Context: an optimization exercise on an open-source flow, tuned for small area. The choices shown serve that exercise and are no tape-out recipe.
Where RTL was checked, it was by simulation tests only, not by an equivalence proof against the original.
Only the layout flow was run in runs 3 and 7; the RTL was not checked for function there.
Power is estimated from default activity; no workload was simulated.

$ cat design.v
module decimation_filter (
	input mclk1,
	input reset,
	input mdata1,
	output reg [15:0] DATA,
	output reg data_en,
	input [15:0] dec_rate );
function [36:0] radd;
	input [36:0] a, b;
	input cin;
	integer i;
	reg c;
	begin
		c = cin;
		for (i = 0; i < 37; i = i + 1) begin
			radd[i] = a[i] ^ b[i] ^ c;
			c = (a[i] & b[i]) | (c & (a[i] ^ b[i]));
		end
	end
endfunction
function rcarry;
	input [36:0] a, b;
	input cin;
	input integer k;
	integer i;
	reg c;
	begin
		c = cin;
		for (i = 0; i < 37; i = i + 1)
			if (i < k) c = (a[i] & b[i]) | (c & (a[i] ^ b[i]));
		rcarry = c;
	end
endfunction
wire [7:0] rs = dec_rate[12:5];
reg [6:0] mr;
always @(posedge mclk1)
	mr <= {|dec_rate[12:12], |dec_rate[12:11], |dec_rate[12:10], |dec_rate[12:9],
	       |dec_rate[12:8], |dec_rate[12:7], |dec_rate[12:6]};
wire [11:0] mask = {mr, 5'h1F};
function [23:0] kmux;
	input [7:0] s;
	input [23:0] k0, k1, k2, k3, k4, k5, k6, k7;
	kmux = ({24{s[0]}} & k0) | ({24{s[1]}} & k1) | ({24{s[2]}} & k2) | ({24{s[3]}} & k3)
	     | ({24{s[4]}} & k4) | ({24{s[5]}} & k5) | ({24{s[6]}} & k6) | ({24{s[7]}} & k7);
endfunction
wire [23:0] wa_rst = kmux(rs, 24'd120, 24'd496, 24'd2016, 24'd8128, 24'd32640, 24'd130816, 24'd523776, 24'd2096128);
wire [23:0] wc_rst = kmux(rs, 24'd136, 24'd528, 24'd2080, 24'd8256, 24'd32896, 24'd131328, 24'd524800, 24'd2098176);
wire [23:0] wa_0 = kmux(rs, 24'd528, 24'd2080, 24'd8256, 24'd32896, 24'd131328, 24'd524800, 24'd2098176, 24'd8390656);
wire [23:0] wb_0 = kmux(rs, 24'd496, 24'd2016, 24'd8128, 24'd32640, 24'd130816, 24'd523776, 24'd2096128, 24'd8386560);
localparam K = 16;      
reg [11:0] p;           
reg [23:0] wa;          
reg [22:0] wc;          
reg [1:0] xd;           
reg [2:0] rd;           
reg [36:0] y0;
reg [35:0] y1;
reg [33:0] y2;
reg c0, c1, c2;         
reg [15:0] f1, f2, fd;  
wire x = xd[1];
wire z = (p == 12'd0);            
wire last = &(p | ~mask);         
wire [23:0] da = {12'hFFF, p | ~mask};
wire [23:0] m2l = {mask[11], mask[11], mask[10], mask[10], mask[9], mask[9], mask[8], mask[8],
                   mask[7], mask[7], mask[6], mask[6], mask[5], mask[5], mask[4], mask[4],
                   mask[3], mask[3], mask[2], mask[2], mask[1], mask[1], mask[0], mask[0]};
always @(posedge mclk1) begin
	if (reset) begin
		p <= {dec_rate[12:2], 1'b1};
		data_en <= 1'b0;
		xd <= 2'b00;
		wa <= wa_rst;
		wc <= wc_rst[22:0];
	end else begin
		p <= radd({25'h0, p}, 37'd0, 1'b1) & mask;
		data_en <= z;
		xd <= {xd[0], mdata1};
		if (last) begin
			wa <= wa_0;
			wc <= 23'd0;
		end else begin
			wa <= radd({13'h0, wa}, {13'h0, da}, 1'b0);
			wc <= radd({14'h0, wc}, {25'h0, p}, 1'b0);
		end
	end
end
wire xz = x & z;
wire xn = x & ~z;
wire [23:0] a0 = {24{xn}} & wa;
wire [23:0] a2 = ({24{xz}} & wb_0) | ({24{xn}} & {1'b0, wc});
wire [35:0] p1 = {{12{xn}}, {24{xn}} & ~wa};
wire [35:0] q1 = {12'h000, ({24{xn}} & ~{1'b0, wc} & m2l) | ({24{xz}} & wa_0)};
wire sh = data_en | rd[0] | rd[1] | rd[2];
wire [36:0] b0 = sh ? {1'b0, y1} : y0;
wire bc0 = sh ? c1 : c0;
wire [35:0] b1 = sh ? {2'b00, y2} : y1;
wire bc1 = sh ? c2 : c1;
wire [33:0] b2 = sh ? 34'd0 : y2;
wire bc2 = sh ? 1'b0 : c2;
always @(posedge mclk1) rd <= {rd[1:0], reset};
wire [35:0] s1 = b1 ^ p1 ^ q1;
wire [35:0] k1 = {(b1[34:0] & p1[34:0]) | (b1[34:0] & q1[34:0]) | (p1[34:0] & q1[34:0]), xn};
always @(posedge mclk1) begin
	y0[K-1:0] <= radd(b0, {13'h0, a0}, 1'b0);
	c0        <= rcarry(b0, {13'h0, a0}, 1'b0, K);
	y0[36:K]  <= radd(b0 >> K, {13'h0, a0} >> K, bc0);
	y1[K-1:0] <= radd({1'b0, s1}, {1'b0, k1}, xn);
	c1        <= rcarry({1'b0, s1}, {1'b0, k1}, xn, K);
	y1[35:K]  <= radd({1'b0, s1} >> K, {1'b0, k1} >> K, bc1);
	y2[K-1:0] <= radd({3'h0, b2}, {13'h0, a2}, 1'b0);
	c2        <= rcarry({3'h0, b2}, {13'h0, a2}, 1'b0, K);
	y2[33:K]  <= radd({3'h0, b2} >> K, {13'h0, a2} >> K, bc2);
end
wire [15:0] word =
	  ({16{rs[0]}} & {y0[14:0], 1'b0}) | ({16{rs[1]}} & y0[17:2])  | ({16{rs[2]}} & y0[20:5])
	| ({16{rs[3]}} & y0[23:8])         | ({16{rs[4]}} & y0[26:11]) | ({16{rs[5]}} & y0[29:14])
	| ({16{rs[6]}} & y0[32:17])        | ({16{rs[7]}} & y0[35:20])
	| {16{|(rs & {y0[36], y0[33], y0[30], y0[27], y0[24], y0[21], y0[18], y0[15]})}};
wire mv = (p[11:4] == 8'd1);
reg [1:0] nw;           
always @(posedge mclk1) begin
	f1 <= {(mv ? fd[0] : f1[0]), f1[15:1]};
	f2 <= {(mv ? f1[0] : f2[0]), f2[15:1]};
	if (data_en)
		fd <= {word[0], word[15:1]};
	else
		fd <= {(mv ? f2[0] : fd[0]), fd[15:1]};
end
always @(posedge mclk1) begin
	if (reset)
		nw <= 2'd0;
	else if (data_en && !(&nw))
		nw <= nw + 2'd1;
end
always @(*) DATA = fd & {16{&nw}};
endmodule
$ cat flow/run.sh
#!/bin/bash
# Standard ORFS layout (the standard.sh) with two changes:
#  - clock tree synthesis without dummy loads, with small leaf buffers;
#  - port buffers of the smallest buffer cell.
# The make output goes to flow.log in the work folder; ORFS keeps each
# step's own log under orfs/logs.
set -euo pipefail
export CTS_ARGS="-sink_clustering_enable -repair_clock_nets -dont_use_dummy_load -buf_list {sky130_fd_sc_hd__clkbuf_4 sky130_fd_sc_hd__clkbuf_8} -sink_clustering_size 20 -sink_clustering_max_diameter 60"
export BUFFER_PORTS_ARGS="-buffer_cell sky130_fd_sc_hd__buf_1"
bash standard.sh > flow.log 2>&1
$ cat standard.sh
#!/bin/bash
# synth_recipe.tcl (not shown) runs the flow's synth.tcl, then flattens the netlist and writes it again
# the make line also repeats each setting of config.mk as NAME=value (left out here)
make -C /OpenROAD-flow-scripts/flow DESIGN_CONFIG=/design/flow/config.mk WORK_HOME=/design/flow/orfs CLKGATE_MAP_FILE= SYNTH_SCRIPT=/design/flow/synth_recipe.tcl "${@:-finish}"
$ cat config.mk
export PLATFORM = sky130hd
export DESIGN_NAME = decimation_filter
export DESIGN_NICKNAME = decimation_filter
export VERILOG_FILES = /design/flow/design.v
export SDC_FILE = /design/flow/constraint.sdc
export NUM_CORES = 4
export LEC_CHECK = 0
export CAP_MARGIN = 20
export CORE_MARGIN = 2
export CORE_UTILIZATION = 60
export SLEW_MARGIN = 20
$ cat constraint.sdc
create_clock -name core_clock -period 10.0 [get_ports {mclk1}]
set_input_delay 2.0000 -clock core_clock [delete_from_list [all_inputs] [get_ports {mclk1}]]
set_output_delay 2.0000 -clock core_clock [all_outputs]
set_load 0.01 [all_outputs]
==> results of run 1 <==
metal layers:
metal  up-vias  track usage [%]
met5         -                0
met4         0             7.60
met3        64             4.10
met2       317             38.9
met1      3933             41.1
li1       3913                -
worst paths after layout:
check / from / to / cells after the start
max: p[1] / y1[35] / 32
min: f2[2] / f2[1] / 0
max reg2reg: p[1] / y1[35] / 32
min reg2reg: f2[2] / f2[1] / 0
through the flow:
step / cells / worst slack, ps / area, um2 / hold slack, ps
after floorplan: 1197 / 1140 / 12400 / 310
after global routing: 1468 / 795 / 13000 / 346
after detailed placement: 1448 / 846 / 12700 / 312
after CTS: 1468 / 1260 / 13000 / 336
final: 1468 / 1290 / 13000 / 335
after global placement: 1448 / 818 / 12700 / 312
registers in the layout, summed over array words and instances (netlist names):
register  count
f1           16
data_en       1
y1           36
fd           16
nw            2
wc           23
c1            1
y0           37
y2           34
mr            7
xd            2
f2           16
p            12
rd            3
wa           24
c2            1
c0            1
where the power goes:
group,leakage [nW],total [mW],switching (mW),internal [mW]
combinational,3.94,0.507,0.282,0.225
clock,0.144,0.476,0.296,0.180
sequential,1.91,1.19,0.131,1.06
Yosys cell counts, types with 9 or more instances:
| cell type | n |
|---|---|
| nand3b_1 | 9 |
| clkbuf_1 | 53 |
| nand4_1 | 18 |
| o21ai_0 | 58 |
| nand2_1 | 88 |
| buf_2 | 9 |
| ha_1 | 70 |
| dfxtp_1 | 232 |
| fa_1 | 125 |
| mux2_2 | 61 |
| and3_1 | 15 |
| mux2i_1 | 19 |
| inv_1 | 148 |
| and2_1 | 35 |
| a22oi_1 | 65 |
| a21oi_1 | 18 |
| xnor2_1 | 9 |
| nor2_1 | 81 |
layout by cell type, fill, tap and decap left out, types with 6 or more instances in the layout:
master,count
nor2_1,81
nand4_1,18
mux2i_1,19
nand2b_1,6
nor3_1,6
dfxtp_1,232
fa_1,125
ha_1,70
inv_1,148
and3_1,15
nand3b_1,9
buf_4,18
clkbuf_8,20
and2_1,35
mux2_2,61
nand2_1,88
o21a_1,7
xnor2_1,9
a21oi_1,18
nor2b_1,7
a22oi_1,65
buf_1,29
o211ai_1,6
o21ai_0,58
cells by family after synthesis:
family | count (synthesis) | share of synthesized area [%]
fa+ha+maj | 195 | 27.3
mux | 81 | 7.20
xor+xnor | 9 | 0.637
buf+inv | 216 | 6.80
compound gates | 171 | 8.94
simple gates | 293 | 11.6
flops | 232 | 37.5
cell type report:
type	instances	area (um2)	area share [%]
Inverter	148	556	4.28
Multi-Input combinational cell	749	6900	53.2
Clock buffer	20	275	2.12
Timing Repair Buffer	49	269	2.07
Sequential cell	232	4640	35.8
Tap cell	270	338	2.60
worst register-to-register path: cells and delay by family (launching register included):
kind / cells / cell delay [ps]
fa+ha+maj: 21 / 6250
flops: 1 / 320
simple gates: 5 / 1310
xor+xnor: 3 / 420
buf+inv: 3 / 290
==> flow_metrics.tcl, run 1 <==
set metrics [dict create \
    post-cts-setup-buffers 0 \
    gpl.final_weighted_congestion 0.828 \
    antenna_left 0 \
    maxCapViolCount 0 \
    slew_viol_final 0 \
    nets 1414 \
    r2r_slack_ps 1290 \
    cts_tree "yes" \
    drive_above_1_share_pct 9.27 \
    clkTransAtPathRegs_ps 100 \
    worstSetupStartpointType "register" \
    cp_common_cell "fa_1" \
    crit_arrival_ps 9110 \
    clockBufferDepth 3 \
    rsz0062_at_grt "no" \
    slew_headroom_pct 57.5 \
    min_period_ps 8710 \
    wl_met1_mm 13.2 \
    wl_met2_mm 11.6 \
    syn_nets 1411 \
    fin_setup_tns_ps 0 \
    post-route-period-util_pct 87.1 \
    crit_family "adder cells" \
    dp_hpwl_mm 20.4 \
    initial_core_util_pct 61.2 \
    syn_area_mm2 0.0124 \
    tightest_slew_ps 632 \
    die_w_um 148 \
    drc 0 \
    vdd_ir_drop_max_uv 137 \
    utilization_pct 64.2 \
    vias_per_cell 5.60 \
    crit_required_ps 10410 \
    hold_buffers 0 \
    fmax_mhz 115 \
    grt.total_usage_pct 26.6 \
    vias 8227 \
    io_pins 36 \
    p_leak_nw 6.00 \
    cp_num_buf_inv 3 \
    routed_wl_mm 27.7 \
    antenna_found_initial 1 \
    clkLatencyLatePin_ps 550 \
    hold_viol_final 0 \
    synth_area_leaders "dfxtp_1, fa_1, ha_1" \
    row_count 52 \
    slowest_stage "and3_1" \
    highest_layer "met4" \
    setup_viol 0 \
    finalPower_mw 2.18 \
    drtIter0Drc 618 \
    synth_top_area_cell "dfxtp_1" \
    hold_class "register to register" \
    worstPathMaxFanout 8 \
    powerDensity_mw_per_mm2 168 \
    antennaDiodeCount 0 \
    gr-total-overflow 0 \
    slowest_delay_ps 560 \
    synthCells 1197 \
    grt_first_pass_wirelength_mm 45.2 \
    cts_resized 0 \
    ys_warn_count 1 \
    finClkSkew_ps 40.0 \
    grt_pass1_vias 8239 \
    cts_root_buf "clkbuf_8" \
    grt_max_degree 76 \
    syn_to_final_growth_pct 4.86 \
    met3WireLength_mm 2.02 \
    synth-edff-count 0 \
    cts-htree-levels 1 \
    end_kind "register" \
    synthFlopType "dfxtp_1" \
    synth_area_per_cell_um2 10.3 \
    cts_made_buffers 20 \
    core_mm2 0.0202 \
    status "complete, no violations" \
    synth_seq_cells 232 \
    setup.worst_path.class "register to register" \
    async_reset_ff_share_pct 0 \
    numPortBuffers 30 \
    clock-sinks 232 \
    fillers 1716 \
    dieArea_mm2 0.0218 \
    ys_types 52 \
    wl_per_cell_um 18.9 \
    synth_top_area_share_pct 37.5 \
    synth-seq-area-share_pct 37.5 \
    firstDrtPassIters 6 \
    die_h_um 148 \
]
==> run 2, diff against run 1 <==
--- a/design.v
+++ b/design.v
@@ -120,6 +120,7 @@
 wire mv = (p[11:4] == 8'd1);
-reg [1:0] nw;           
+reg zf;                 
+always @(posedge mclk1) zf <= reset | (zf & ~data_en);
 always @(posedge mclk1) begin
-	f1 <= {(mv ? fd[0] : f1[0]), f1[15:1]};
-	f2 <= {(mv ? f1[0] : f2[0]), f2[15:1]};
+	f1 <= {(mv ? fd[0] : f1[0]) & ~zf, f1[15:1]};
+	f2 <= {(mv ? f1[0] : f2[0]) & ~zf, f2[15:1]};
 	if (data_en)
@@ -127,11 +128,5 @@
 	else
-		fd <= {(mv ? f2[0] : fd[0]), fd[15:1]};
+		fd <= {(mv ? f2[0] : fd[0]) & ~zf, fd[15:1]};
 end
-always @(posedge mclk1) begin
-	if (reset)
-		nw <= 2'd0;
-	else if (data_en && !(&nw))
-		nw <= nw + 2'd1;
-end
-always @(*) DATA = fd & {16{&nw}};
+always @(*) DATA = fd;
 endmodule
==> flow_metrics.tcl, run 2 <==
set metrics [dict create \
    async_reset_ff_share_pct 0 \
    drtIter0Drc 613 \
    initial_core_util_pct 60.6 \
    cts_root_buf "clkbuf_8" \
    clock-sinks 231 \
    die_w_um 147 \
    grt.total_usage_pct 26.7 \
    design_area_mm2 0.0128 \
    antennaDiodeCount 0 \
    synth_commonest_cells "dfxtp_1, inv_1, fa_1" \
    swShare_pct 32.4 \
    numPortBuffers 30 \
    cp_num_cells 32 \
    synth-edff-count 0 \
    routed_wl_mm 27.7 \
    power_switching_uw 699 \
    setup.worst_path.class "register to register" \
    cp_common_cell "fa_1" \
    row_count 52 \
    slew_viol_final 0 \
    rsz0062_at_grt "no" \
    synth_top_area_share_pct 37.9 \
    worstSetupStartpointType "register" \
    syn_nets 1351 \
    crit_start "p[1]" \
    p_leak_nw 5.89 \
    grt_first_pass_wirelength_mm 44.8 \
    finClkSkew_ps 68.6 \
    reg_top3 "y0: 37 flops, y1: 36 flops, y2: 34 flops" \
    vdd_ir_drop_max_uv 116 \
    vias 7998 \
    ys_types 53 \
    cts_made_buffers 21 \
    r2r_cells 32 \
    p_clk_share_pct 22.5 \
    clockBufferDepth 3 \
    synthFlopType "dfxtp_1" \
    maxCapViolCount 0 \
    hold_class "register to register" \
    synth_top_area_cell "dfxtp_1" \
    worstPathMaxFanout 18 \
    seq_power_share_pct 54.5 \
    cts-htree-levels 1 \
    timing.hold.ws_ps 314 \
    setup_viol 0 \
    syn_area_mm2 0.0122 \
    firstDrtPassIters 5 \
    slew_headroom_pct 26.2 \
    grt_max_degree 58 \
    p_int_mw 1.46 \
    end_kind "register" \
    drc 0 \
    syn_to_final_growth_pct 5.21 \
    io_pins 36 \
    crit_required_ps 10430 \
    final_cell_mix "dfxtp_1, inv_1, fa_1" \
    synth-seq-area-share_pct 37.9 \
    vias_per_cell 5.63 \
    cts_resized 0 \
    ys_warn_count 1 \
    gr-total-overflow 0 \
    r2r_slack_ps 810 \
    post-route-period-util_pct 91.9 \
    fin_setup_tns_ps 0 \
    wl_per_cell_um 19.5 \
    crit_end "y1[35]" \
    drive_above_1_share_pct 9.74 \
    hold_buffers 0 \
    synthCells 1138 \
    clkTransAtPathRegs_ps 110 \
    powerDensity_mw_per_mm2 168 \
    r2r_end "y1[35]" \
    slowest_stage "nor4b_1" \
    synth_area_leaders "dfxtp_1, fa_1, ha_1" \
    crit_arrival_ps 9630 \
    fmax_mhz 109 \
    min_period_ps 9190 \
    cts_tree "yes" \
    dpl_cell_area_mm2 0.0125 \
    core_mm2 0.0201 \
    final_common_cell "dfxtp_1" \
    gpl.final_weighted_congestion 0.822 \
    dieArea_mm2 0.0215 \
    post-cts-setup-buffers 0 \
    pwr-share-comb_pct 23.0 \
    status "complete, no violations" \
    grt_pass1_vias 8099 \
    antenna_left 0 \
    die_h_um 147 \
    synth.most_common_cell "dfxtp_1" \
    synth_seq_cells 231 \
    dp_hpwl_mm 20.4 \
    largest-register "y0" \
    slowest_delay_ps 480 \
    antenna_found_initial 0 \
    hold_viol_final 0 \
    tightest_slew_ps 1100 \
    nets 1365 \
    largest_register_ff_count 37 \
    cp_num_buf_inv 4 \
    rr_startpoint "p[1]" \
    synth_area_per_cell_um2 10.7 \
    clkLatencyLatePin_ps 570 \
    crit_family "adder cells" \
]
## run 2: cell types whose count changed in the layout (fill, tap and decap cells not counted), moves of 7 or more
cell / delta
nand2_1: -7
and3_1: -7
nor2_1: -27
o21ai_0: -7
a21oi_1: -15
and2_1: -11
o22a_1: +16
## run 2: worst min path at each step
stage,slack (ps),startpoint,depth (start not counted),end
CTS,310,rd[0],0,rd[1]
global route,300,rd[0],0,rd[1]
finish,310,rd[0],0,rd[1]
floorplan,310,f1[1],0,f1[0]
global placement,310,f1[6],0,f1[5]
detailed placement,310,f1[12],0,f1[11]
## run 2: worst reg2reg max path: cells and delay by family, from the launching register on
kind                     cells  cell delay, ps
AND/OR/NAND/NOR              4            1270
XOR/XNOR                     3             500
buffers and inverters        4             610
adder cells (fa/ha/maj)     21            6350
flip-flops                   1             320
## run 2: stage by stage
stage / cells / worst slack, ps / util, % / total power [mW]
floorplan: 1138 / 1070 / - / 1.52
global placement: 1399 / 746 / 62.3 / 1.66
detailed placement: 1399 / 673 / 62.3 / 1.68
CTS: 1420 / 807 / 63.8 / 2.17
global route: 1420 / 244 / 63.8 / 2.30
finish: 1420 / 806 / 63.8 / 2.15
## run 2: logic make-up (layout without fill, tap and decap cells)
| family | count (synthesis) | after routing | share of synthesized area (%) |
|---|---|---|---|
| simple gates | 243 | 243 | 10.1 |
| flops | 231 | 231 | 37.9 |
| buf+inv | 213 | 225 | 6.91 |
| fa+ha+maj | 194 | 194 | 27.6 |
| compound gates | 165 | 165 | 9.33 |
| mux | 84 | 84 | 7.50 |
| xor+xnor | 8 | 8 | 0.575 |
## run 2: power by group through the flow
stage	logic [mW]	registers [mW]	clock network (mW)
after detailed placement	0.494	1.19	0
after global routing	0.579	1.19	0.531
final	0.495	1.17	0.485
after CTS	0.498	1.17	0.498
after floorplan	0.384	1.13	0
after global placement	0.475	1.19	0
## run 2: layout make-up
cell class	instances	area, um2
flip-flops and latches	231	4620
inverters	154	578
multi-input cells	694	6730
repair buffers	50	264
fillers	1670	7280
well taps	270	338
clock buffers	21	289
## run 2: routing by layer
layer / up-vias / wire length, um / GRT usage [%]
met5: - / 0 / 0
met4: 0 / 573 / 7.14
met1: 3936 / 13500 / 41.6
li1: 3755 / - / -
met2: 258 / 11900 / 39.8
met3: 49 / 1750 / 2.97
==> run 3, diff against run 2 <==
--- a/design.v
+++ b/design.v
@@ -34,6 +34,4 @@
 wire [7:0] rs = dec_rate[12:5];
-reg [6:0] mr;
-always @(posedge mclk1)
-	mr <= {|dec_rate[12:12], |dec_rate[12:11], |dec_rate[12:10], |dec_rate[12:9],
-	       |dec_rate[12:8], |dec_rate[12:7], |dec_rate[12:6]};
+wire [6:0] mr = {|dec_rate[12:12], |dec_rate[12:11], |dec_rate[12:10], |dec_rate[12:9],
+                 |dec_rate[12:8], |dec_rate[12:7], |dec_rate[12:6]};
 wire [11:0] mask = {mr, 5'h1F};
==> flow_metrics.tcl, run 3 <==
set metrics [dict create \
    status "complete, no violations" \
    fmax_mhz 109 \
    synth_top_area_cell "dfxtp_1" \
    crit_arrival_ps 9640 \
    dpl.cell_count 1409 \
    grt.total_usage_pct 26.4 \
    setup_viol 0 \
    end_kind "register" \
    synth.most_common_cell "dfxtp_1" \
    largest-register "y0" \
    slew_headroom_pct 48.7 \
    antennaDiodeCount 0 \
    r2r_slack_ps 1050 \
    vdd_ir_drop_max_uv 131 \
    clockBufferDepth 3 \
    routed_wl_mm 27.2 \
    numPortBuffers 30 \
    rsz0062_at_grt "no" \
    final_cell_mix "dfxtp_1, inv_1, fa_1" \
    post-route-period-util_pct 91.8 \
    worstPathMaxFanout 3 \
    vias_per_cell 5.65 \
    initial_core_util_pct 60.7 \
    async_reset_ff_share_pct 0 \
    slew_viol_final 0 \
    dp_hpwl_mm 19.9 \
    nets 1374 \
    design_area_mm2 0.0128 \
    gr-total-overflow 0 \
    drtIter0Drc 521 \
    post-cts-setup-buffers 0 \
    utilization_pct 63.8 \
    slowest_stage "fa_1" \
    ys_warn_count 1 \
    grt_first_pass_wirelength_mm 44.7 \
    antenna_left 0 \
    grt_pass1_vias 8130 \
    synth-seq-area-share_pct 36.9 \
    reg_top3 "y0: 37 flops, y1: 36 flops, y2: 34 flops" \
    fin_cells 1429 \
    io_pins 36 \
    crit_required_ps 10470 \
    synthCells 1154 \
    drive_above_1_share_pct 10.1 \
    grt_max_degree 94 \
    finClkSkew_ps 43.3 \
    firstDrtPassIters 6 \
    cp_common_cell "fa_1" \
    setup.worst_path.class "input port to register" \
    die_w_um 146 \
    ys_types 55 \
    fin_setup_tns_ps 0 \
    row_count 52 \
    synth-edff-count 0 \
    syn_nets 1367 \
    dieArea_mm2 0.0214 \
    cts-htree-levels 1 \
    die_h_um 146 \
    cts_tree "yes" \
    wl_per_cell_um 19.0 \
    tightest_slew_ps 769 \
    cts_resized 0 \
    syn_to_final_growth_pct 5.10 \
    powerDensity_mw_per_mm2 166 \
    synth_area_per_cell_um2 10.5 \
    worstSetupStartpointType "input port" \
    synth_seq_cells 224 \
    core_mm2 0.0200 \
    synth_area_leaders "dfxtp_1, fa_1, ha_1" \
    gpl.final_weighted_congestion 0.855 \
    hold_buffers 0 \
    synth_top_area_share_pct 36.9 \
    min_period_ps 9180 \
    slowest_delay_ps 410 \
    clock-sinks 224 \
    maxCapViolCount 0 \
    vias 8070 \
    hold_class "register to register" \
    finalPower_mw 2.12 \
    clkLatencyLatePin_ps 550 \
    antenna_found_initial 0 \
    clkTransAtPathRegs_ps 100 \
    hold_viol_final 0 \
    syn_area_mm2 0.0122 \
    synth_commonest_cells "dfxtp_1, inv_1, fa_1" \
    largest_register_ff_count 37 \
    synthFlopType "dfxtp_1" \
    final_common_cell "dfxtp_1" \
    drc 0 \
    cts_root_buf "clkbuf_8" \
    p_leak_nw 5.86 \
    dpl_cell_area_mm2 0.0125 \
    cts_made_buffers 20 \
]
==> run 3: cell count changes after synthesis, moves of 7 or more <==
cell      change
nor3_1        +9
clkbuf_1     +10
nor2_1        +9
nor2b_1       -8
a21boi_0      +9
a21oi_1       +7
o21ai_0      -10
nand3b_1      -9
dfxtp_1       -7
==> run 3: worst paths after layout <==
path / from / to / cells after the start
worst max register to register: p[1] / y1[35] / 32
worst max-delay path: dec_rate[10] / y1[35] / 29
worst min register to register: f2[1] / f2[0] / 0
worst min-delay path: f2[1] / f2[0] / 0
==> run 3: final cells by class <==
type                            count  area [um2]
Fill cell                        1746        7250
Multi-Input combinational cell    713        6830
Sequential cell                   224        4480
Inverter                          148         556
Tap cell                          270         338
Timing Repair Buffer               54         307
Clock buffer                       20         275
==> run 3: cell families after synthesis <==
| logic type | Yosys count | synth area share [%] |
|---|---|---|
| compound gates | 189 | 11.1 |
| xor+xnor | 8 | 0.576 |
| fa+ha+maj | 194 | 27.7 |
| buf+inv | 217 | 7.07 |
| flops | 224 | 36.9 |
| mux | 78 | 7.02 |
| simple gates | 244 | 9.73 |
==> run 3: report_power, final <==
part	switching [mW]	total, mW	internal, mW
Combinational	0.278	0.500	0.222
Sequential	0.132	1.15	1.02
Clock	0.291	0.471	0.180
Total	0.701	2.12	1.42
==> run 3: layer usage <==
layer  routed length [um]  global-route usage, %
met1                13400                   40.7
met2                11800                   39.5
met3                 1410                   4.09
met4                  614                   6.26
met5                    0                      0
==> run 3: metrics by stage <==
step / worst slack, ps / hold WS [ps]
floorplan: 897 / 310
global placement: 407 / 310
detailed placement: 348 / 312
CTS: 870 / 339
global route: 564 / 346
finish: 825 / 337
==> run 3: critical path, delay by kind of cell <==
| kind | cells | cell delay [ps] |
|---|---|---|
| adders and majority gates | 20 | 6170 |
| and+or+nand+nor | 3 | 770 |
| xor gates and xnor gates | 3 | 480 |
| buffers and inverters | 3 | 220 |
==> run 4, diff against run 3 <==
--- a/design.v
+++ b/design.v
@@ -78,6 +78,6 @@
 			wa <= wa_0;
-			wc <= 23'd0;
+			wc <= wb_0[22:0];
 		end else begin
 			wa <= radd({13'h0, wa}, {13'h0, da}, 1'b0);
-			wc <= radd({14'h0, wc}, {25'h0, p}, 1'b0);
+			wc <= z ? 23'd0 : radd({14'h0, wc}, {25'h0, p}, 1'b0);
 		end
@@ -85,8 +85,7 @@
 end
-wire xz = x & z;
 wire xn = x & ~z;
 wire [23:0] a0 = {24{xn}} & wa;
-wire [23:0] a2 = ({24{xz}} & wb_0) | ({24{xn}} & {1'b0, wc});
+wire [23:0] a2 = {24{x}} & {1'b0, wc};
 wire [35:0] p1 = {{12{xn}}, {24{xn}} & ~wa};
-wire [35:0] q1 = {12'h000, ({24{xn}} & ~{1'b0, wc} & m2l) | ({24{xz}} & wa_0)};
+wire [35:0] q1 = {12'h000, {24{x}} & ~{1'b0, wc} & m2l};
 wire sh = data_en | rd[0] | rd[1] | rd[2];
@@ -105,4 +104,4 @@
 	y0[36:K]  <= radd(b0 >> K, {13'h0, a0} >> K, bc0);
-	y1[K-1:0] <= radd({1'b0, s1}, {1'b0, k1}, xn);
-	c1        <= rcarry({1'b0, s1}, {1'b0, k1}, xn, K);
+	y1[K-1:0] <= radd({1'b0, s1}, {1'b0, k1}, x);
+	c1        <= rcarry({1'b0, s1}, {1'b0, k1}, x, K);
 	y1[35:K]  <= radd({1'b0, s1} >> K, {1'b0, k1} >> K, bc1);
--- a/config.mk
+++ b/config.mk
@@ -7,5 +7,5 @@
 export LEC_CHECK = 0
-export CAP_MARGIN = 20
+export CAP_MARGIN = 5
 export CORE_MARGIN = 2
 export CORE_UTILIZATION = 60
-export SLEW_MARGIN = 20
+export SLEW_MARGIN = 5
==> flow_metrics.tcl, run 4 <==
set metrics [dict create \
    cts_made_buffers 18 \
    grt.total_usage_pct 27.7 \
    drtIter0Drc 598 \
    worstHoldEndpoint "f2[10]" \
    ys_warn_count 1 \
    antennaDiodeCount 0 \
    final_cell_mix "dfxtp_1, fa_1, inv_1" \
    syn_to_final_growth_pct 5.37 \
    timing.hold.ws_ps 335 \
    setup.worst_path.class "input port to register" \
    rr_startpoint "p[6]" \
    grt_max_degree 66 \
    cts_tree "yes" \
    fin_cells 1383 \
    gpl.final_weighted_congestion 0.880 \
    worstPathMaxFanout 4 \
    hold_viol_final 0 \
    core_mm2 0.0195 \
    min_period_ps 9140 \
    crit_arrival_ps 9580 \
    numPortBuffers 30 \
    synth-seq-area-share_pct 37.4 \
    async_reset_ff_share_pct 0 \
    crit_required_ps 10450 \
    hold_buffers 0 \
    tightest_slew_ps 1110 \
    clock-sinks 224 \
    row_count 51 \
    r2r_cells 22 \
    min-delay-start "f2[11]" \
    hold_path_depth 0 \
    cts-htree-levels 1 \
    syn_nets 1321 \
    synth-edff-count 0 \
    synthCells 1107 \
    vias 8006 \
    post-route-period-util_pct 91.4 \
    dp_hpwl_mm 20.9 \
    r2r_slack_ps 1160 \
    synthFlopType "dfxtp_1" \
    synth_top_area_cell "dfxtp_1" \
    cts_root_buf "clkbuf_8" \
    dieArea_mm2 0.0211 \
    clockBufferDepth 3 \
    synth.most_common_cell "dfxtp_1" \
    io_pins 36 \
    drc 0 \
    clkTransAtPathRegs_ps 110 \
    powerDensity_mw_per_mm2 167 \
    wl_per_cell_um 20.6 \
    dpl.cell_count 1365 \
    ys_types 55 \
    end_kind "register" \
    p_leak_nw 5.79 \
    rsz0062_at_grt "no" \
    synth_area_per_cell_um2 10.8 \
    maxCapViolCount 0 \
    die_w_um 145 \
    vdd_ir_drop_max_uv 129 \
    synth_seq_cells 224 \
    dp_slack_ps 466 \
    antenna_found_initial 0 \
    grt_pass1_vias 8048 \
    finalWorstSetupSlack_ps 864 \
    initial_core_util_pct 61.3 \
    synth_area_leaders "dfxtp_1, fa_1, ha_1" \
    final_common_cell "dfxtp_1" \
    syn_area_mm2 0.0120 \
    firstDrtPassIters 5 \
    worstSetupStartpointType "input port" \
    fillers 1609 \
    clkLatencyLatePin_ps 530 \
    cts_resized 0 \
    finClkSkew_ps 44.0 \
    largest_register_ff_count 37 \
    drive_above_1_share_pct 11.0 \
    die_h_um 145 \
    synth_commonest_cells "dfxtp_1, fa_1, inv_1" \
    routed_wl_mm 28.4 \
    post-cts-setup-buffers 0 \
    slew_viol_final 0 \
    vias_per_cell 5.79 \
    utilization_pct 64.6 \
    nets 1334 \
    hold_class "register to register" \
    r2r_end "y1[15]" \
    synth_top_area_share_pct 37.4 \
    slew_headroom_pct 25.7 \
    setup_viol 0 \
    reg_top3 "y0: 37 flops, y1: 36 flops, y2: 34 flops" \
    status "complete, no violations" \
    grt_first_pass_wirelength_mm 45.9 \
    gr-total-overflow 0 \
    antenna_left 0 \
    fmax_mhz 109 \
    largest-register "y0" \
    fin_setup_tns_ps 0 \
]
run 4: power breakdown:
part / total [mW] / switching [mW] / leakage [nW] / internal (mW)
Clock: 0.443 / 0.280 / 0.129 / 0.163
Combinational: 0.516 / 0.282 / 3.82 / 0.234
Sequential: 1.15 / 0.134 / 1.84 / 1.02
run 4: worst max-delay path by stage:
stage | start | to
final | dec_rate[9] | y1[35]
after floorplan | dec_rate[9] | y1[35]
after global routing | dec_rate[9] | y1[35]
after detailed placement | dec_rate[9] | y1[35]
after global placement | dec_rate[9] | y1[35]
after CTS | dec_rate[9] | y1[35]
run 4: worst max-delay path, cell delays in order:
cell and delay (ps):
buf_1 320, nor4_4 100, or3_1 350, fa_1 440, inv_1 90, fa_1 190
fa_1 190, fa_1 190, fa_1 190, fa_1 190, fa_1 210, fa_1 210
fa_1 210, fa_1 180, inv_1 50, fa_1 400, fa_1 410, fa_1 400
fa_1 390, fa_1 400, fa_1 400, fa_1 400, fa_1 410, fa_1 400
fa_1 390, xnor2_1 140, xnor2_1 210, xnor2_1 140
run 4: cell families after synthesis:
kind of cell	Yosys count	synth area share, %
AOI/OAI and AO/OA	169	10.1
xor gates and xnor gates	8	0.585
adders and majority gates	195	28.3
buffers and inverters	176	5.76
DFF	224	37.4
muxes	79	7.33
and+or+nand+nor	256	10.5
run 4: area by class of cell:
type | instances | area (um2) | share of cell area (%)
Multi-Input combinational cell | 707 | 6810 | 54.0
Sequential cell | 224 | 4480 | 35.5
Inverter | 111 | 417 | 3.30
Tap cell | 265 | 332 | 2.63
Timing Repair Buffer | 58 | 324 | 2.57
Clock buffer | 18 | 248 | 1.96
run 4: layer usage:
layer	part of all wire, %	vias to the layer above	GRT usage, %
met2	44	265	42.0
met4	1.7	0	5.64
li1	-	3759	-
met3	6.1	35	3.81
met1	48	3947	42.7
met5	0	-	0
run 4: through the flow:
stage	area, um2	power, mW
after floorplan	12000	1.51
after global placement	12400	1.67
after detailed placement	12400	1.68
after CTS	12600	2.12
after global routing	12600	2.25
final	12600	2.11
==> run 5, diff against run 4 <==
--- a/config.mk
+++ b/config.mk
@@ -7,5 +7,5 @@
 export LEC_CHECK = 0
-export CAP_MARGIN = 5
+export CAP_MARGIN = 20
 export CORE_MARGIN = 2
 export CORE_UTILIZATION = 60
-export SLEW_MARGIN = 5
+export SLEW_MARGIN = 20
==> flow_metrics.tcl, run 5 <==
set metrics [dict create \
    status "complete, no violations" \
    setup.worst_path.class "input port to register" \
    dp_hpwl_mm 20.9 \
    grt_max_degree 66 \
    routed_wl_mm 28.4 \
    final_cell_mix "dfxtp_1, fa_1, inv_1" \
    dieArea_mm2 0.0211 \
    cts_root_buf "clkbuf_8" \
    fin_setup_tns_ps 0 \
    hold_buffers 0 \
    vdd_ir_drop_max_uv 129 \
    fin_cells 1383 \
    hold_class "register to register" \
    pwr-share-comb_pct 24.4 \
    worstSetupStartpointType "input port" \
    setup_viol 0 \
    nets 1334 \
    syn_nets 1321 \
    antenna_found_initial 0 \
    slowest_stage "fa_1" \
    grt.total_usage_pct 27.7 \
    ys_warn_count 1 \
    timing.hold.ws_ps 335 \
    slowest_delay_ps 440 \
    slew_headroom_pct 25.7 \
    power_switching_uw 696 \
    numPortBuffers 30 \
    cp_num_buf_inv 3 \
    grt_first_pass_wirelength_mm 45.9 \
    p_int_mw 1.42 \
    drive_above_1_share_pct 11.0 \
    io_pins 36 \
    synth_top_area_cell "dfxtp_1" \
    synth_top_area_share_pct 37.4 \
    reg_top3 "y0: 37 flops, y1: 36 flops, y2: 34 flops" \
    clockBufferDepth 3 \
    dpl.cell_count 1365 \
    largest_register_ff_count 37 \
    multi_input_area_mm2 0.00681 \
    p_clk_share_pct 21.0 \
    core_mm2 0.0195 \
    finClkSkew_ps 44.0 \
    rr_startpoint "p[6]" \
    syn_area_mm2 0.0120 \
    vias_per_cell 5.79 \
    synth-seq-area-share_pct 37.4 \
    slew_viol_final 0 \
    post-route-period-util_pct 91.4 \
    register_area_mm2 0.00448 \
    synthCells 1107 \
    finalPower_mw 2.11 \
    cp_num_cells 28 \
    cts_resized 0 \
    cp_common_cell "fa_1" \
    initial_core_util_pct 61.3 \
    drc 0 \
    synth_commonest_cells "dfxtp_1, fa_1, inv_1" \
    crit_arrival_ps 9580 \
    clkTransAtPathRegs_ps 110 \
    min_period_ps 9140 \
    tightest_slew_ps 1110 \
    antenna_left 0 \
    r2r_end "y1[15]" \
    crit_end "y1[35]" \
    fillers 1609 \
    final_common_cell "dfxtp_1" \
    antennaDiodeCount 0 \
    syn_to_final_growth_pct 5.37 \
    gr-total-overflow 0 \
    r2r_slack_ps 1160 \
    crit_start "dec_rate[9]" \
    synth.most_common_cell "dfxtp_1" \
    maxCapViolCount 0 \
    rsz0062_at_grt "no" \
    largest-register "y0" \
    end_kind "register" \
    synth_area_leaders "dfxtp_1, fa_1, ha_1" \
    crit_family "adder cells" \
    p_leak_nw 5.79 \
    async_reset_ff_share_pct 0 \
    synth_area_per_cell_um2 10.8 \
    cts-htree-levels 1 \
    clock-sinks 224 \
    synthFlopType "dfxtp_1" \
    wl_per_cell_um 20.6 \
    r2r_cells 22 \
    row_count 51 \
    die_w_um 145 \
    gpl.final_weighted_congestion 0.880 \
    ys_types 55 \
    hold_viol_final 0 \
    post-cts-setup-buffers 0 \
    vias 8006 \
    fmax_mhz 109 \
    worstPathMaxFanout 4 \
    grt_pass1_vias 8048 \
    seq_power_share_pct 54.6 \
    cts_made_buffers 18 \
    synth-edff-count 0 \
    swShare_pct 33.0 \
    crit_required_ps 10450 \
    drtIter0Drc 598 \
    powerDensity_mw_per_mm2 167 \
    cts_tree "yes" \
    firstDrtPassIters 5 \
    clkLatencyLatePin_ps 530 \
    synth_seq_cells 224 \
    utilization_pct 64.6 \
    die_h_um 145 \
]
-- run 5: worst reg2reg max path, stage by stage, from the launching register on --
cell and delay, ps:
dfxtp_1 380, nor4_1 530, and3_1 560, nor2_1 120, inv_1 240, buf_4 240
nor2_1 80, fa_1 480, fa_1 440, fa_1 390, fa_1 400, fa_1 400
fa_1 390, fa_1 390, fa_1 390, fa_1 410, fa_1 430, fa_1 400
fa_1 410, fa_1 420, fa_1 390, fa_1 420, fa_1 440
-- run 5: metal layers --
metal | vias to the layer above | GRT usage [%] | part of all wire [%]
li1 | 3759 | - | -
met1 | 3947 | 42.7 | 48
met2 | 265 | 42.0 | 44
met3 | 35 | 3.81 | 6.1
met4 | 0 | 5.64 | 1.7
met5 | - | 0 | 0
-- run 5: cells by family (layout without fill, tap and decap cells) --
kind of cell	count (synthesis)	in the layout	share of synthesized area, %
XOR/XNOR	8	8	0.585
multiplexers	79	79	7.33
buffers and inverters	176	187	5.76
AND/OR/NAND/NOR	256	256	10.5
AO/OA/AOI/OAI	169	169	10.1
flip-flops	224	224	37.4
adder cells (fa/ha/maj)	195	195	28.3
-- run 5: per-stage QoR --
stage,cell area [um2],setup WS [ps]
after floorplan,12000,1020
after global placement,12400,487
after detailed placement,12400,466
after CTS,12600,968
after global routing,12600,638
final,12600,864
-- run 5: power by group through the flow --
stage               Sequential [mW]  Clock [mW]  Combinational, mW
finish                         1.15       0.443              0.516
global route                   1.17       0.486              0.594
CTS                            1.15       0.456              0.516
detailed placement             1.17           0              0.512
global placement               1.17           0              0.498
floorplan                      1.11           0              0.402
-- run 5: how the worst min path moves through the flow --
stage	startpoint	endpoint	cells after the start
finish	f2[11]	f2[10]	0
global route	f2[7]	f2[6]	0
CTS	f2[7]	f2[6]	0
floorplan	f1[1]	f1[0]	0
detailed placement	f2[7]	f2[6]	0
global placement	f1[9]	f1[8]	0
-- run 5: cell type report --
cell class	instances	share of cell area (%)
inverter	111	3.30
clock buffer	18	1.96
sequential	224	35.5
timing repair buffer	58	2.57
multi-input combinational	707	54.0
tap	265	2.63
==> run 6, diff against run 5 <==
--- a/flow/run.sh
+++ b/flow/run.sh
@@ -7,3 +7,3 @@
 set -euo pipefail
-export CTS_ARGS="-sink_clustering_enable -repair_clock_nets -dont_use_dummy_load -buf_list {sky130_fd_sc_hd__clkbuf_4 sky130_fd_sc_hd__clkbuf_8} -sink_clustering_size 20 -sink_clustering_max_diameter 60"
+export CTS_ARGS="-sink_clustering_enable -repair_clock_nets -dont_use_dummy_load -buf_list {sky130_fd_sc_hd__clkbuf_4} -sink_clustering_size 10 -sink_clustering_max_diameter 40"
 export BUFFER_PORTS_ARGS="-buffer_cell sky130_fd_sc_hd__buf_1"
==> flow_metrics.tcl, run 6 <==
set metrics [dict create \
    fin_cells 1403 \
    tightest_slew_ps 1110 \
    min-delay-start "f1[10]" \
    cts_resized 0 \
    synth_top_area_share_pct 37.4 \
    fin_setup_tns_ps 0 \
    min_period_ps 8980 \
    status "complete, no violations" \
    cts_tree "yes" \
    grt.total_usage_pct 28.1 \
    vdd_ir_drop_max_uv 104 \
    clkLatencyLatePin_ps 670 \
    cp_common_cell "fa_1" \
    worstHoldEndpoint "f1[9]" \
    drtIter0Drc 522 \
    synth_commonest_cells "dfxtp_1, fa_1, inv_1" \
    synth_seq_cells 224 \
    post-cts-setup-buffers 0 \
    grt_first_pass_wirelength_mm 46.3 \
    synth_area_per_cell_um2 10.8 \
    rsz0062_at_grt "no" \
    r2r_slack_ps 1190 \
    final_common_cell "dfxtp_1" \
    syn_nets 1321 \
    slowest_delay_ps 440 \
    synth-seq-area-share_pct 37.4 \
    crit_required_ps 10570 \
    synthFlopType "dfxtp_1" \
    numPortBuffers 30 \
    final_cell_mix "dfxtp_1, fa_1, inv_1" \
    met3WireLength_mm 1.88 \
    largest-register "y0" \
    syn_to_final_growth_pct 5.64 \
    crit_arrival_ps 9550 \
    setup_viol 0 \
    synth-edff-count 0 \
    gpl.final_weighted_congestion 0.880 \
    drive_above_1_share_pct 12.5 \
    rr_startpoint "p[6]" \
    io_pins 36 \
    dieArea_mm2 0.0211 \
    syn_area_mm2 0.0120 \
    p_leak_nw 5.83 \
    drc 0 \
    ys_warn_count 1 \
    reg_top3 "y0: 37 flops, y1: 36 flops, y2: 34 flops" \
    synthCells 1107 \
    finClkSkew_ps 104 \
    largest_register_ff_count 37 \
    cts_root_buf "clkbuf_4" \
    antenna_found_initial 1 \
    dpl.cell_count 1365 \
    nets 1353 \
    end_kind "register" \
    wl_met1_mm 13.5 \
    ys_types 55 \
    setup.worst_path.class "input port to register" \
    hold_viol_final 0 \
    dp_hpwl_mm 20.9 \
    r2r_end "y1[35]" \
    finalPower_mw 2.14 \
    cp_num_buf_inv 3 \
    antenna_left 0 \
    slowest_stage "fa_1" \
    powerDensity_mw_per_mm2 169 \
    crit_family "adder cells" \
    worstPathMaxFanout 4 \
    synth_top_area_cell "dfxtp_1" \
    firstDrtPassIters 5 \
    slew_viol_final 0 \
    post-route-period-util_pct 89.8 \
    worstSetupStartpointType "input port" \
    clockBufferDepth 3 \
    initial_core_util_pct 61.3 \
    async_reset_ff_share_pct 0 \
    maxCapViolCount 0 \
    clkTransAtPathRegs_ps 100 \
    highest_layer "met4" \
    clock-sinks 224 \
    slew_headroom_pct 25.6 \
    wl_met2_mm 12.5 \
    vias 8205 \
    row_count 51 \
    cts-htree-levels 2 \
    core_mm2 0.0195 \
    hold_path_depth 0 \
    synth.most_common_cell "dfxtp_1" \
    routed_wl_mm 28.6 \
    wl_per_cell_um 20.4 \
    die_h_um 145 \
    hold_class "register to register" \
    die_w_um 145 \
    hold_buffers 0 \
    synth_area_leaders "dfxtp_1, fa_1, ha_1" \
    r2r_cells 30 \
    fmax_mhz 111 \
    gr-total-overflow 0 \
    vias_per_cell 5.85 \
    cts_made_buffers 37 \
    grt_pass1_vias 8213 \
    grt_max_degree 66 \
]
run 6: cell counts after synthesis:
No cell type changed its count.
run 6: logic make-up after synthesis:
group | Yosys count | synth area share (%)
simple gates | 256 | 10.5
flops | 224 | 37.4
fa+ha+maj | 195 | 28.3
buf+inv | 176 | 5.76
compound gates | 169 | 10.1
mux | 79 | 7.33
xor+xnor | 8 | 0.585
run 6: final cells by class:
| class | instances | area, um2 |
|---|---|---|
| tap | 265 | 332 |
| multi-input combinational | 707 | 6810 |
| antenna | 1 | 2.50 |
| clock buffer | 37 | 278 |
| inverter | 111 | 417 |
| sequential | 224 | 4480 |
| fill | 1627 | 6880 |
| timing repair buffer | 58 | 324 |
run 6: worst register-to-register path: cells and delay by family (launching register included):
| family | cells | cell delay [ps] |
|---|---|---|
| buf+inv | 3 | 380 |
| fa+ha+maj | 20 | 6180 |
| simple gates | 4 | 1360 |
| xor+xnor | 3 | 490 |
| flops | 1 | 380 |
run 6: report_power, final:
group,internal (mW),switching [mW]
Clock,0.170,0.300
Sequential,1.02,0.135
Combinational,0.234,0.282
Total,1.42,0.717
run 6: through the flow:
| stage | cell area, um2 | setup WS (ps) | hold slack, ps | util, % |
|---|---|---|---|---|
| detailed placement | 12400 | 466 | 312 | 63.4 |
| finish | 12700 | 1020 | 323 | 64.8 |
| CTS | 12600 | 1120 | 329 | 64.8 |
| floorplan | 12000 | 1020 | 310 | - |
| global placement | 12400 | 487 | 310 | 63.4 |
| global route | 12700 | 721 | 333 | 64.8 |
run 6: worst max path at each step:
stage / startpoint / to / slack (ps) / cells past startpoint
floorplan: dec_rate[9] / y1[35] / 1020 / 28
global placement: dec_rate[9] / y1[35] / 490 / 28
detailed placement: dec_rate[9] / y1[35] / 470 / 28
CTS: dec_rate[9] / y1[35] / 1120 / 28
global route: p[1] / y1[35] / 720 / 32
finish: dec_rate[9] / y1[35] / 1020 / 28
run 6: per-layer routing:
layer  global-route usage [%]  vias to the layer above
li1                         -                     3819
met1                     42.2                     4005
met2                     42.0                      321
met3                     4.65                       60
met4                     8.48                        0
met5                        0                        -
==> run 7, diff against run 6 <==
--- a/design.v
+++ b/design.v
@@ -49,3 +49,3 @@
 reg [11:0] p;           
-reg [23:0] wa;          
+reg [22:0] wa;          
 reg [22:0] wc;          
@@ -70,3 +70,3 @@
 		xd <= 2'b00;
-		wa <= wa_rst;
+		wa <= wa_rst[22:0];
 		wc <= wc_rst[22:0];
@@ -77,6 +77,6 @@
 		if (last) begin
-			wa <= wa_0;
+			wa <= wa_0[22:0];
 			wc <= wb_0[22:0];
 		end else begin
-			wa <= radd({13'h0, wa}, {13'h0, da}, 1'b0);
+			wa <= radd({14'h0, wa}, {13'h0, da}, 1'b0);
 			wc <= z ? 23'd0 : radd({14'h0, wc}, {25'h0, p}, 1'b0);
@@ -86,5 +86,5 @@
 wire xn = x & ~z;
-wire [23:0] a0 = {24{xn}} & wa;
+wire [23:0] a0 = {24{xn}} & {1'b0, wa};
 wire [23:0] a2 = {24{x}} & {1'b0, wc};
-wire [35:0] p1 = {{12{xn}}, {24{xn}} & ~wa};
+wire [35:0] p1 = {{12{xn}}, {24{xn}} & ~{1'b0, wa}};
 wire [35:0] q1 = {12'h000, {24{x}} & ~{1'b0, wc} & m2l};
--- a/flow/run.sh
+++ b/flow/run.sh
@@ -7,3 +7,3 @@
 set -euo pipefail
-export CTS_ARGS="-sink_clustering_enable -repair_clock_nets -dont_use_dummy_load -buf_list {sky130_fd_sc_hd__clkbuf_4} -sink_clustering_size 10 -sink_clustering_max_diameter 40"
+export CTS_ARGS="-sink_clustering_enable -repair_clock_nets -dont_use_dummy_load -buf_list {sky130_fd_sc_hd__clkbuf_4 sky130_fd_sc_hd__clkbuf_8} -sink_clustering_size 20 -sink_clustering_max_diameter 60"
 export BUFFER_PORTS_ARGS="-buffer_cell sky130_fd_sc_hd__buf_1"
==> flow_metrics.tcl, run 7 <==
set metrics [dict create \
    grt_pass1_vias 7814 \
    ys_types 52 \
    clkTransAtPathRegs_ps 110 \
    antenna_found_initial 0 \
    clockBufferDepth 3 \
    synth_commonest_cells "dfxtp_1, fa_1, inv_1" \
    worstSetupStartpointType "input port" \
    tightest_slew_ps 746 \
    post-cts-setup-buffers 0 \
    antennaDiodeCount 0 \
    cts_resized 0 \
    vdd_ir_drop_max_uv 115 \
    final_cell_mix "dfxtp_1, fa_1, inv_1" \
    wl_per_cell_um 19.6 \
    dp_slack_ps 450 \
    grt.total_usage_pct 27.2 \
    synthFlopType "dfxtp_1" \
    nets 1324 \
    cp_common_cell "fa_1" \
    min_period_ps 9120 \
    largest-register "y0" \
    drc 0 \
    powerDensity_mw_per_mm2 171 \
    largest_register_ff_count 37 \
    numPortBuffers 30 \
    synth_seq_cells 223 \
    slew_viol_final 0 \
    synth_top_area_cell "dfxtp_1" \
    cts_tree "yes" \
    fillers 1652 \
    p_leak_nw 5.82 \
    synthCells 1096 \
    row_count 51 \
    hold_class "register to register" \
    multi_input_area_mm2 0.00674 \
    syn_area_mm2 0.0119 \
    fmax_mhz 110 \
    dieArea_mm2 0.0209 \
    gr-total-overflow 0 \
    crit_arrival_ps 9580 \
    synth_top_area_share_pct 37.7 \
    rsz0062_at_grt "no" \
    synth_area_leaders "dfxtp_1, fa_1, ha_1" \
    setup.worst_path.class "input port to register" \
    core_mm2 0.0194 \
    initial_core_util_pct 61.1 \
    dp_hpwl_mm 19.9 \
    die_w_um 145 \
    maxCapViolCount 0 \
    slowest_stage "fa_1" \
    cts_made_buffers 20 \
    synth-seq-area-share_pct 37.7 \
    grt_max_degree 58 \
    fin_setup_tns_ps 0 \
    syn_nets 1309 \
    drtIter0Drc 714 \
    reg_top3 "y0: 37 flops, y1: 36 flops, y2: 34 flops" \
    clock-sinks 223 \
    status "complete, no violations" \
    slowest_delay_ps 410 \
    grt_first_pass_wirelength_mm 43.3 \
    vias 7753 \
    routed_wl_mm 26.9 \
    cts-htree-levels 1 \
    synth_area_per_cell_um2 10.8 \
    slew_headroom_pct 50.1 \
    finClkSkew_ps 56.5 \
    hold_viol_final 0 \
    worstPathMaxFanout 5 \
    async_reset_ff_share_pct 0 \
    crit_required_ps 10470 \
    setup_viol 0 \
    dpl_cell_area_mm2 0.0123 \
    clkLatencyLatePin_ps 550 \
    synth.most_common_cell "dfxtp_1" \
    finalWorstSetupSlack_ps 882 \
    final_common_cell "dfxtp_1" \
    hold_buffers 0 \
    register_area_mm2 0.00446 \
    synth-edff-count 0 \
    io_pins 36 \
    die_h_um 145 \
    end_kind "register" \
    drive_above_1_share_pct 11.5 \
    post-route-period-util_pct 91.2 \
    ys_warn_count 1 \
    timing.hold.ws_ps 334 \
    vias_per_cell 5.64 \
    antenna_left 0 \
    cts_root_buf "clkbuf_8" \
    design_area_mm2 0.0125 \
    syn_to_final_growth_pct 5.69 \
    gpl.final_weighted_congestion 0.887 \
    firstDrtPassIters 6 \
]
[run 7: cell types whose count changed in the layout (fill, tap and decap cells not counted), moves of 4 or more]
cell      before  now
nand3_1        8   16
a21boi_0       6    1
o21ai_0       27   17
nand2_1       47   51
clkbuf_4      37    0
or3_1          3   10
nor2_1        91  103
o31ai_1        9    4
clkbuf_8       0   20
o211ai_1       7    0
nor3_1        17    9
[run 7: critical path: cells and delay by family]
family                   cells  cell delay (ps)
XOR/XNOR                     3              460
adder cells (fa/ha/maj)     20             6110
buffers and inverters        3              370
AND/OR/NAND/NOR              3              630
[run 7: layout make-up]
cell class                      count  share of cell area [%]
Clock buffer                       20                    2.20
Inverter                          109                    3.27
Multi-Input combinational cell    701                    53.8
Sequential cell                   223                    35.6
Tap cell                          265                    2.65
Timing Repair Buffer               56                    2.47
[run 7: routing by layer]
metal | GRT usage (%) | up-vias | wire length (um)
met5 | 0 | - | 0
met1 | 39.5 | 3813 | 12400
met4 | 6.29 | 0 | 560
met3 | 4.37 | 37 | 1540
li1 | - | 3683 | -
met2 | 43.2 | 220 | 12500
[run 7: per-stage QoR]
step | util (%) | total power, mW | std cells
detailed placement | 63.2 | 1.69 | 1354
floorplan | - | 1.52 | 1096
global route | 64.6 | 2.29 | 1374
CTS | 64.6 | 2.15 | 1374
finish | 64.6 | 2.14 | 1374
global placement | 63.2 | 1.67 | 1354
[run 7: kinds of logic after synthesis]
| kind of cell | synth area share (%) |
|---|---|
| AOI/OAI and AO/OA | 8.77 |
| and+or+nand+nor | 11.4 |
| DFF | 37.7 |
| xor gates and xnor gates | 0.591 |
| adders and majority gates | 28.4 |
| buffers and inverters | 5.62 |
| muxes | 7.58 |
[run 7: worst paths after layout]
kind	from	endpoint	slack, ps	depth (start not counted)
setup / recovery	dec_rate[12]	y1[35]	880	29
hold / removal	f2[5]	f2[4]	330	0
setup reg to reg	p[1]	y1[35]	1220	31
hold reg to reg	f2[5]	f2[4]	330	0
[run 7: power breakdown]
group	internal (mW)	switching (mW)
Sequential	1.02	0.134
Combinational	0.242	0.281
Clock	0.179	0.285
==> run 8, diff against run 7 <==
--- a/design.v
+++ b/design.v
@@ -49,4 +49,6 @@
 reg [11:0] p;           
-reg [22:0] wa;          
-reg [22:0] wc;          
+reg [22:0] wan;         
+reg [22:0] wcn;         
+wire [22:0] wa = ~wan;
+wire [22:0] wc = ~wcn;
 reg [1:0] xd;           
@@ -61,3 +63,2 @@
 wire last = &(p | ~mask);         
-wire [23:0] da = {12'hFFF, p | ~mask};
 wire [23:0] m2l = {mask[11], mask[11], mask[10], mask[10], mask[9], mask[9], mask[8], mask[8],
@@ -70,4 +71,4 @@
 		xd <= 2'b00;
-		wa <= wa_rst[22:0];
-		wc <= wc_rst[22:0];
+		wan <= ~wa_rst[22:0];
+		wcn <= ~wc_rst[22:0];
 	end else begin
@@ -77,7 +78,7 @@
 		if (last) begin
-			wa <= wa_0[22:0];
-			wc <= wb_0[22:0];
+			wan <= ~wa_0[22:0];
+			wcn <= ~wb_0[22:0];
 		end else begin
-			wa <= radd({14'h0, wa}, {13'h0, da}, 1'b0);
-			wc <= z ? 23'd0 : radd({14'h0, wc}, {25'h0, p}, 1'b0);
+			wan <= radd({14'h0, wan}, {25'h0, ~p & mask}, 1'b1);    
+			wcn <= z ? 23'h7FFFFF : radd({14'h0, wcn}, {25'h0, ~{11'h000, p}}, 1'b1);    
 		end
@@ -88,4 +89,4 @@
 wire [23:0] a2 = {24{x}} & {1'b0, wc};
-wire [35:0] p1 = {{12{xn}}, {24{xn}} & ~{1'b0, wa}};
-wire [35:0] q1 = {12'h000, {24{x}} & ~{1'b0, wc} & m2l};
+wire [35:0] p1 = {{12{xn}}, {24{xn}} & {1'b1, wan}};
+wire [35:0] q1 = {12'h000, {24{x}} & {1'b1, wcn} & m2l};
 wire sh = data_en | rd[0] | rd[1] | rd[2];
==> flow_metrics.tcl, run 8 <==
set metrics [dict create \
    r2r_end "y1[35]" \
    cts-htree-levels 1 \
    syn_nets 1290 \
    slowest_stage "fa_1" \
    largest_register_ff_count 37 \
    dp_hpwl_mm 19.3 \
    synth_top_area_cell "dfxtp_1" \
    dpl_cell_area_mm2 0.0122 \
    final_common_cell "dfxtp_1" \
    cp_common_cell "fa_1" \
    async_reset_ff_share_pct 0 \
    post-cts-setup-buffers 0 \
    timing.hold.ws_ps 337 \
    clkLatencyLatePin_ps 530 \
    post-route-period-util_pct 91.0 \
    nets 1303 \
    synthCells 1077 \
    vdd_ir_drop_max_uv 98.5 \
    antenna_left 0 \
    rsz0062_at_grt "no" \
    row_count 51 \
    dpl.cell_count 1334 \
    drive_above_1_share_pct 11.3 \
    fin_setup_tns_ps 0 \
    cts_tree "yes" \
    numPortBuffers 30 \
    clkTransAtPathRegs_ps 100 \
    min_period_ps 9100 \
    wl_per_cell_um 19.6 \
    rr_startpoint "p[9]" \
    dieArea_mm2 0.0208 \
    powerDensity_mw_per_mm2 170 \
    initial_core_util_pct 60.8 \
    final_cell_mix "dfxtp_1, fa_1, inv_1" \
    syn_area_mm2 0.0118 \
    synth_commonest_cells "dfxtp_1, fa_1, inv_1" \
    worstHoldEndpoint "f1[8]" \
    grt_max_degree 59 \
    clockBufferDepth 3 \
    drc 0 \
    cts_resized 0 \
    antenna_found_initial 1 \
    r2r_cells 31 \
    worstSetupStartpointType "input port" \
    r2r_slack_ps 1290 \
    vias 7837 \
    utilization_pct 64.1 \
    hold_viol_final 0 \
    drtIter0Drc 538 \
    synthFlopType "dfxtp_1" \
    ys_types 58 \
    hold_buffers 0 \
    synth-edff-count 0 \
    p_leak_nw 5.74 \
    cp_num_buf_inv 3 \
    clock-sinks 223 \
    synth.most_common_cell "dfxtp_1" \
    fin_cells 1354 \
    firstDrtPassIters 7 \
    finClkSkew_ps 44.6 \
    synth-seq-area-share_pct 37.8 \
    gpl.final_weighted_congestion 0.923 \
    finalWorstSetupSlack_ps 899 \
    worstPathMaxFanout 4 \
    fmax_mhz 110 \
    crit_arrival_ps 9570 \
    io_pins 36 \
    finalPower_mw 2.11 \
    vias_per_cell 5.79 \
    maxCapViolCount 0 \
    slew_headroom_pct 41.5 \
    hold_class "register to register" \
    synth_area_leaders "dfxtp_1, fa_1, ha_1" \
    dp_slack_ps 496 \
    grt.total_usage_pct 27.0 \
    slowest_delay_ps 430 \
    hold_path_depth 0 \
    slew_viol_final 0 \
    crit_family "adder cells" \
    min-delay-start "f1[9]" \
    synth_seq_cells 223 \
    syn_to_final_growth_pct 5.42 \
    cts_root_buf "clkbuf_8" \
    reg_top3 "y0: 37 flops, y1: 36 flops, y2: 34 flops" \
    crit_required_ps 10470 \
    largest-register "y0" \
    setup.worst_path.class "input port to register" \
    design_area_mm2 0.0124 \
    routed_wl_mm 26.5 \
    core_mm2 0.0194 \
    grt_pass1_vias 7804 \
    status "complete, no violations" \
    die_w_um 144 \
    synth_area_per_cell_um2 11.0 \
    tightest_slew_ps 875 \
    ys_warn_count 1 \
    setup_viol 0 \
    cts_made_buffers 19 \
    synth_top_area_share_pct 37.8 \
    die_h_um 144 \
    end_kind "register" \
    gr-total-overflow 0 \
    grt_first_pass_wirelength_mm 42.8 \
]
-- run 8: power breakdown --
part           switching, mW  internal (mW)
clock network          0.284          0.171
registers              0.142           1.02
logic                  0.263          0.233
-- run 8: routing by layer --
metal	part of all wire [%]	global-route usage [%]
met5	0	0
met3	5.9	4.67
met4	3.3	8.79
met1	46	38.6
met2	45	42.0
-- run 8: worst max-delay path by stage --
stage	startpoint	cells past startpoint	slack (ps)	end
final	dec_rate[11]	29	900	y1[35]
after global routing	dec_rate[11]	29	670	y1[35]
after CTS	dec_rate[9]	29	990	y1[35]
after detailed placement	dec_rate[9]	29	500	y1[35]
after global placement	dec_rate[11]	29	530	y1[35]
after floorplan	dec_rate[11]	29	940	y1[35]
-- run 8: layout make-up --
type,count,area [um2]
antenna,1,2.50
clock buffer,19,262
fill,1672,6960
inverter,104,390
multi-input combinational,688,6700
sequential,223,4460
tap,265,332
timing repair buffer,54,294
-- run 8: logic make-up (layout without fill, tap and decap cells) --
group | after synthesis | after routing | synth area share, %
fa+ha+maj | 194 | 194 | 28.5
mux | 78 | 78 | 7.32
simple gates | 262 | 262 | 11.0
compound gates | 146 | 146 | 9.24
other cells | 0 | 1 | 0
xor+xnor | 8 | 8 | 0.594
flops | 223 | 223 | 37.8
buf+inv | 166 | 177 | 5.51

afterwards: timing with drivers on the ports:
Ports are ideal in the flow. The routed layouts listed here were re-timed in OpenROAD.
Step 1, drivers: a clkbuf_16 drives mclk1 and a buf_2 each remaining input, both assumed.
Step 2 also shifts input and output timing later by t, the mid clock arrival at the registers, as if the neighbouring blocks saw the same clock.
Slacks: ideal ports / drivers / drivers and shift; pairs: ideal ports / drivers.
run | t, ns | slack for setup (ns) | latest minus earliest clock arrival (ns) | worst data-port slew with drivers (ns) | cell pins on the clock port's net
run 1 | 0.574 | 1.294 / 1.294 / 0.745 | 0.041 / 0.041 | 0.03 | 1
run 2 | 0.577 | 0.806 / 0.806 / 0.547 | 0.069 / 0.068 | 0.03 | 1
run 3 | 0.570 | 0.825 / 0.844 / 0.274 | 0.045 / 0.045 | 0.08 | 1
run 4 | 0.553 | 0.864 / 0.879 / 0.325 | 0.044 / 0.045 | 0.07 | 1
run 5 | 0.553 | 0.864 / 0.879 / 0.325 | 0.044 / 0.045 | 0.07 | 1
run 6 | 0.666 | 1.021 / 1.033 / 0.367 | 0.104 / 0.104 | 0.07 | 1
run 7 | 0.569 | 0.882 / 0.904 / 0.335 | 0.056 / 0.056 | 0.06 | 1
run 8 | 0.553 | 0.899 / 0.887 / 0.334 | 0.045 / 0.045 | 0.06 | 1
After both steps every run listed still meets setup and hold. For run 6, which loses most, drivers alone change the setup slack by +0.012 ns; drivers and shift together by -0.654 ns.
